This is an optimization exercise on Yosys and OpenROAD, whose aim is small area, not a production implementation. RTL that was checked went through simulation tests only; none was proved equivalent to the original.

## mul1
module mul1 (
    input clock,
    input reset,
    input logic FU_unit,
    input [31:0] regA,
    input [31:0] regB,
    input logic [4:0] func,
    input logic rollback,
    input logic [5:0] tag_in,
    output logic [31:0] result,
    output logic [5:0] tag_out,
    output done
);
    localparam logic [4:0] ALU_MUL    = 5'h0a;
    localparam logic [4:0] ALU_MULH   = 5'h0b;
    localparam logic [4:0] ALU_MULHSU = 5'h0c;
    localparam logic [4:0] ALU_MULHU  = 5'h0d;
    logic [5:0] tag_old;
    wire is_mul = (func == ALU_MUL) || (func == ALU_MULH) || (func == ALU_MULHSU) || (func == ALU_MULHU);
    wire start  = is_mul & ((tag_old != tag_in) | (tag_in == 6'd0) | FU_unit);
    wire sign_a = func[1] | ~func[0];    
    wire sign_b = func[1];               
    wire hi_in  = ~func[1] | func[0];    
    logic [31:0] res1, res2, res3, res4;
    logic [5:0]  tag1, tag2, tag3, tag4;
    logic        v1, v2, v3, v4;
    wire [31:0] opa = regA;
    wire [31:0] opb = regB;
    wire a32 = sign_a & regA[31];
    wire b32 = sign_b & regB[31];
    wire hi  = hi_in;
    wire [63:0] prod;
    wire neg0;
    wire one1;
    wire two2;
    wire pp3;
    wire pp4;
    wire pp5;
    wire pp6;
    wire pp7;
    wire pp8;
    wire pp9;
    wire pp10;
    wire pp11;
    wire pp12;
    wire pp13;
    wire pp14;
    wire pp15;
    wire pp16;
    wire pp17;
    wire pp18;
    wire pp19;
    wire pp20;
    wire pp21;
    wire pp22;
    wire pp23;
    wire pp24;
    wire pp25;
    wire pp26;
  ...
Size: about 160 flip-flops, about 120 I/O pins, about 26,000 um2 of cells after synthesis.
export LEC_CHECK = 0
export ABC_AREA = 1
export CAP_MARGIN = 20
export CORE_MARGIN = 2
export CORE_UTILIZATION = 70
export CTS_BUF_LIST = sky130_fd_sc_hd__clkbuf_8
export PLACE_DENSITY = 0.7999999999999999
export SLEW_MARGIN = 20
export SYNTH_HIERARCHICAL = 1
export SYNTH_MINIMUM_KEEP_SIZE = 0
create_clock -name core_clock -period 10.0 [get_ports {clock}]
standard.sh (not shown) runs the stock make flow with config.mk's settings and CLKGATE_MAP_FILE= SYNTH_SCRIPT=/design/flow/synth_recipe.tcl, a recipe that flattens the netlist after the stock synthesis.
==> flow/flow/run.sh <==
#!/bin/bash
# Standard ORFS layout (the standard.sh, standard synthesis unchanged) with
# minimum-size port buffers, no CTS dummy loads, and power/area recovery after
# global routing.
set -euo pipefail
bash standard.sh BUFFER_PORTS_ARGS="-buffer_cell sky130_fd_sc_hd__buf_1" \
  CTS_ARGS="-sink_clustering_enable -repair_clock_nets -dont_use_dummy_load -buf_list sky130_fd_sc_hd__clkbuf_8" \
  RECOVER_POWER=100 finish > standard.log 2>&1
==> next run, changes <==
CORE_UTILIZATION = 60   (was 70)
PLACE_DENSITY = 0.85   (was 0.7999999999999999)
Cell count climbs by 3.6%.
Die area went up by 16%.
Register-to-register slack got worse by 0.06 ns.
Sequential share of layout area stays flat.
==> next run, changes <==
CORE_UTILIZATION = 75   (was 60)
Outcome: Wire length came out higher by a few percent; hold slack loses 0.0082 ns; design area came out lower slightly; clock-buffer cell count stays the same; global-route usage came out higher by 13 points.
==> next run, changes <==
CORE_UTILIZATION = 60   (was 75)
PLACE_DENSITY = 0.7   (was 0.85)
Outcome:
- hold slack gets better by 0.0062 ns
- setup slack gets better by 0.021 ns
- die area came out higher by 24%
- synthesized area does not change
- maximum frequency hardly moves
- global-route usage came out lower by 14 points
- routed wire length came out lower by 7.9%
- register-to-register slack gets better by 0.09 ns
- clock skew came out lower by 0.013 ns

* * *

Another version of the RTL of mul1 (not shown whole).
Size: roughly 2700 cells after synthesis, roughly 120 I/O pins.
make LEC_CHECK=0 ABC_AREA=1 CAP_MARGIN=20 CORE_MARGIN=2 CORE_UTILIZATION=45 CTS_BUF_LIST=sky130_fd_sc_hd__clkbuf_8 PLACE_DENSITY=0.6 SLEW_MARGIN=20 SYNTH_HIERARCHICAL=1 SYNTH_MINIMUM_KEEP_SIZE=0 finish   # period 10.0 ns
run.sh (not shown) runs the stock make flow with config.mk's settings and CLKGATE_MAP_FILE= SYNTH_SCRIPT=/design/flow/synth_recipe.tcl, a recipe that flattens the netlist after the stock synthesis.
Stock flow here: none of the scripts above is used.
Next try:
==> flow/flow/run.sh (new file) <==
#!/bin/bash
# Standard ORFS layout (the standard.sh, standard synthesis unchanged) with
# minimum-size port buffers and power/area recovery after global routing.
set -euo pipefail
bash standard.sh BUFFER_PORTS_ARGS="-buffer_cell sky130_fd_sc_hd__buf_1" RECOVER_POWER=100 finish > standard.log 2>&1
==> flow/standard.sh (new file) <==
#!/bin/bash
# synth_recipe.tcl (not shown) runs the flow's synth.tcl, then flattens the netlist and writes it again
# the make line also repeats each setting of config.mk as NAME=value (left out here)
make -C /OpenROAD-flow-scripts/flow DESIGN_CONFIG=/design/flow/config.mk WORK_HOME=/design/flow/orfs CLKGATE_MAP_FILE= SYNTH_SCRIPT=/design/flow/synth_recipe.tcl "${@:-finish}"
Settings changed: CORE_UTILIZATION 45 to 70, CTS_BUF_LIST sky130_fd_sc_hd__clkbuf_8 to not set, PLACE_DENSITY 0.6 to 0.8.
removed: flow/run.sh
=>
- wire length came out higher by 2.9%
- design area shrinks by 3.7%
Next try:
Settings changed: CORE_UTILIZATION 70 to 45, CTS_BUF_LIST set to sky130_fd_sc_hd__clkbuf_8, PLACE_DENSITY 0.8 to 0.6.
Result: Register-to-register slack is worse by 0.04 ns. Critical path depth rose by 4. Setup slack is better by 0.22 ns.
No functional check of the RTL was part of any run of this note.

* * *

mul1, a different RTL version from the one above (not shown whole).
Size in the first run: about 2700 cells after synthesis, ~27000 um2 of cells after synthesis.
make LEC_CHECK=0 ABC_AREA=1 CAP_MARGIN=0 CORE_MARGIN=2 CORE_UTILIZATION=45 PLACE_DENSITY=0.6 SLEW_MARGIN=0 SYNTH_HIERARCHICAL=1 SYNTH_MINIMUM_KEEP_SIZE=0 finish   # period 10.0 ns
Stock flow here: none of the scripts above is used.
Edit:
--- a/flow/config.mk
+++ b/flow/config.mk
@@ -9 +9 @@
-export CAP_MARGIN = 0
+export CAP_MARGIN = 20
@@ -11,3 +11,3 @@
-export CORE_UTILIZATION = 45
-export PLACE_DENSITY = 0.6
-export SLEW_MARGIN = 0
+export CORE_UTILIZATION = 70
+export PLACE_DENSITY = 0.8
+export SLEW_MARGIN = 20
Outcome: Design area goes down by 1.8%; maximum frequency shrinks by 4.5%; routed wire length decreases by 0.66%; non-clock buffer count fell by 12; flip-flop and latch count stays the same.

* * *

mul1 with an RTL version that a note above also has.
Size in the first run: ~160 flip-flops, ~120 I/O pins.
Design mul1, start of the top module:
module mul1 (
    input clock,
    input reset,
    input logic FU_unit,
    input [31:0] regA,
    input [31:0] regB,
    input logic [4:0] func,
    input logic rollback,
    input logic [5:0] tag_in,
    output logic [31:0] result,
    output logic [5:0] tag_out,
    output done
);
==> flow/config.mk <==
export PLATFORM = sky130hd
export DESIGN_NAME = mul1
export DESIGN_NICKNAME = mul1
export VERILOG_FILES = /design/flow/design.v
export SDC_FILE = /design/flow/constraint.sdc
export NUM_CORES = 4
export LEC_CHECK = 0
export ABC_AREA = 1
export CAP_MARGIN = 20
export CORE_MARGIN = 2
export CORE_UTILIZATION = 45
export CTS_BUF_LIST = sky130_fd_sc_hd__clkbuf_8
export PLACE_DENSITY = 0.6
export SLEW_MARGIN = 20
export SYNTH_HIERARCHICAL = 1
export SYNTH_MINIMUM_KEEP_SIZE = 0
==> flow/constraint.sdc <==
create_clock -name core_clock -period 10.0 [get_ports {clock}]
set_input_delay 2.0000 -clock core_clock [delete_from_list [all_inputs] [get_ports {clock}]]
set_output_delay 2.0000 -clock core_clock [all_outputs]
set_load 0.01 [all_outputs]
standard.sh (not shown) runs the stock make flow with config.mk's settings and CLKGATE_MAP_FILE= SYNTH_SCRIPT=/design/flow/synth_recipe.tcl, a recipe that flattens the netlist after the stock synthesis.
==> flow/flow/run.sh <==
#!/bin/bash
# Standard ORFS layout (the standard.sh, standard synthesis unchanged) with
# minimum-size port buffers and power/area recovery after global routing.
set -euo pipefail
bash standard.sh BUFFER_PORTS_ARGS="-buffer_cell sky130_fd_sc_hd__buf_1" RECOVER_POWER=100 finish > standard.log 2>&1
The first run finished clean.
Edit:
==> flow/flow/run.sh (replaced) <==
#!/bin/bash
# Standard ORFS layout (the standard.sh, standard synthesis unchanged) with
# minimum-size port buffers, no CTS dummy loads, and power/area recovery after
# global routing.
set -euo pipefail
bash standard.sh BUFFER_PORTS_ARGS="-buffer_cell sky130_fd_sc_hd__buf_1" \
  CTS_ARGS="-sink_clustering_enable -repair_clock_nets -dont_use_dummy_load -buf_list sky130_fd_sc_hd__clkbuf_8" \
  RECOVER_POWER=100 finish > standard.log 2>&1
Settings changed: CORE_UTILIZATION 45 to 65, GPL_ROUTABILITY_DRIVEN set to 1, PLACE_DENSITY 0.6 to 0.65.
Non-clock buffer count drops by 24.
Die area drops by 30%.
Routed wire length drops by 4.4%.
First-iteration DRC count is higher by 0.64%.
Cell area shrinks by 2.6%.
Clock skew rises by 0.017 ns.
Global-route usage is higher by 13 points.
Fmax goes down by 1.0%.
Setup slack got worse by 0.097 ns.
Edit:
==> flow/flow/run.sh (replaced) <==
#!/bin/bash
# Standard ORFS layout (the standard.sh, standard synthesis unchanged) with
# minimum-size port buffers and power/area recovery after global routing.
set -euo pipefail
bash standard.sh BUFFER_PORTS_ARGS="-buffer_cell sky130_fd_sc_hd__buf_1" RECOVER_POWER=100 finish > standard.log 2>&1
Settings changed: CORE_UTILIZATION 65 to 60, GPL_ROUTABILITY_DRIVEN 1 to not set, PLACE_DENSITY 0.65 to 0.7.
=>
- non-clock buffer count climbs by 12
- design area grows slightly
Edit:
==> flow/flow/run.sh (replaced) <==
#!/bin/bash
# Standard ORFS layout (the standard.sh, standard synthesis unchanged) with
# minimum-size port buffers, no CTS dummy loads, and power/area recovery after
# global routing.
set -euo pipefail
bash standard.sh BUFFER_PORTS_ARGS="-buffer_cell sky130_fd_sc_hd__buf_1" \
  CTS_ARGS="-sink_clustering_enable -repair_clock_nets -dont_use_dummy_load -sink_clustering_size 24 -sink_clustering_max_diameter 120 -buf_list sky130_fd_sc_hd__clkbuf_8" \
  RECOVER_POWER=100 finish > standard.log 2>&1
Worst setup slack got worse by 0.10 ns; utilization decreases by 0.47 points; final area went down slightly; area after synthesis is unchanged; via count came out lower slightly; global-route usage is about the same; cell count is lower slightly; sequential share of layout area barely changes; synthesized cell count stays the same; routed wire length is about the same; clock-buffer cell count stays the same.

-- port drivers added, routing unchanged --
How much do the figures lean on ideal ports? The routed layouts below were timed once more, with nothing changed but the port constraints. Step 1 sets driving cells, clkbuf_16 on the clock port and buf_2 on the other inputs (assumed; they add their load-dependent delay and slew). Step 2 adds t to the input delays and takes it off the output delays; t is the mean of the earliest and latest rising clock arrival at the registers after step 1. Input paths then give back, and output paths get back, about the clock's delay inside the block. Three values: ideal ports, drivers, drivers and shift; two values: the first two.
run	t (ns)	setup slack, ns	worst hold slack (ns)
the first run of note 1	0.510	0.622 / 0.512 / 0.002	0.303 / 0.303 / 0.303
the second run of note 1	0.517	0.668 / 0.659 / 0.142	0.305 / 0.305 / 0.305
the third run of note 1	0.544	0.445 / 0.425 / -0.119	0.297 / 0.297 / 0.297
the fourth run of note 1	0.522	0.466 / 0.485 / -0.037	0.303 / 0.303 / 0.303
the first run of note 2	0.531	0.544 / 0.559 / 0.028	0.319 / 0.319 / 0.319
the second run of note 2	0.509	0.406 / 0.441 / -0.068	0.324 / 0.324 / 0.324
the third run of note 2	0.508	0.627 / 0.546 / 0.037	0.320 / 0.320 / 0.320
the first run of note 3	0.491	0.662 / 0.692 / 0.201	0.313 / 0.313 / 0.313
the second run of note 3	0.482	0.223 / 0.240 / -0.243	0.315 / 0.315 / 0.315
the first run of note 4	0.538	0.545 / 0.564 / 0.025	0.320 / 0.320 / 0.320
the second run of note 4	0.508	0.448 / 0.475 / -0.034	0.286 / 0.286 / 0.286
the third run of note 4	0.538	0.566 / 0.584 / 0.046	0.322 / 0.322 / 0.322
the fourth run of note 4	0.522	0.466 / 0.485 / -0.037	0.303 / 0.303 / 0.303
With both steps, setup timing fails in 6 of these runs, where it was met with ideal ports. For the first run of note 1, which loses most, drivers alone change the setup slack by -0.110 ns; drivers and shift together by -0.620 ns.
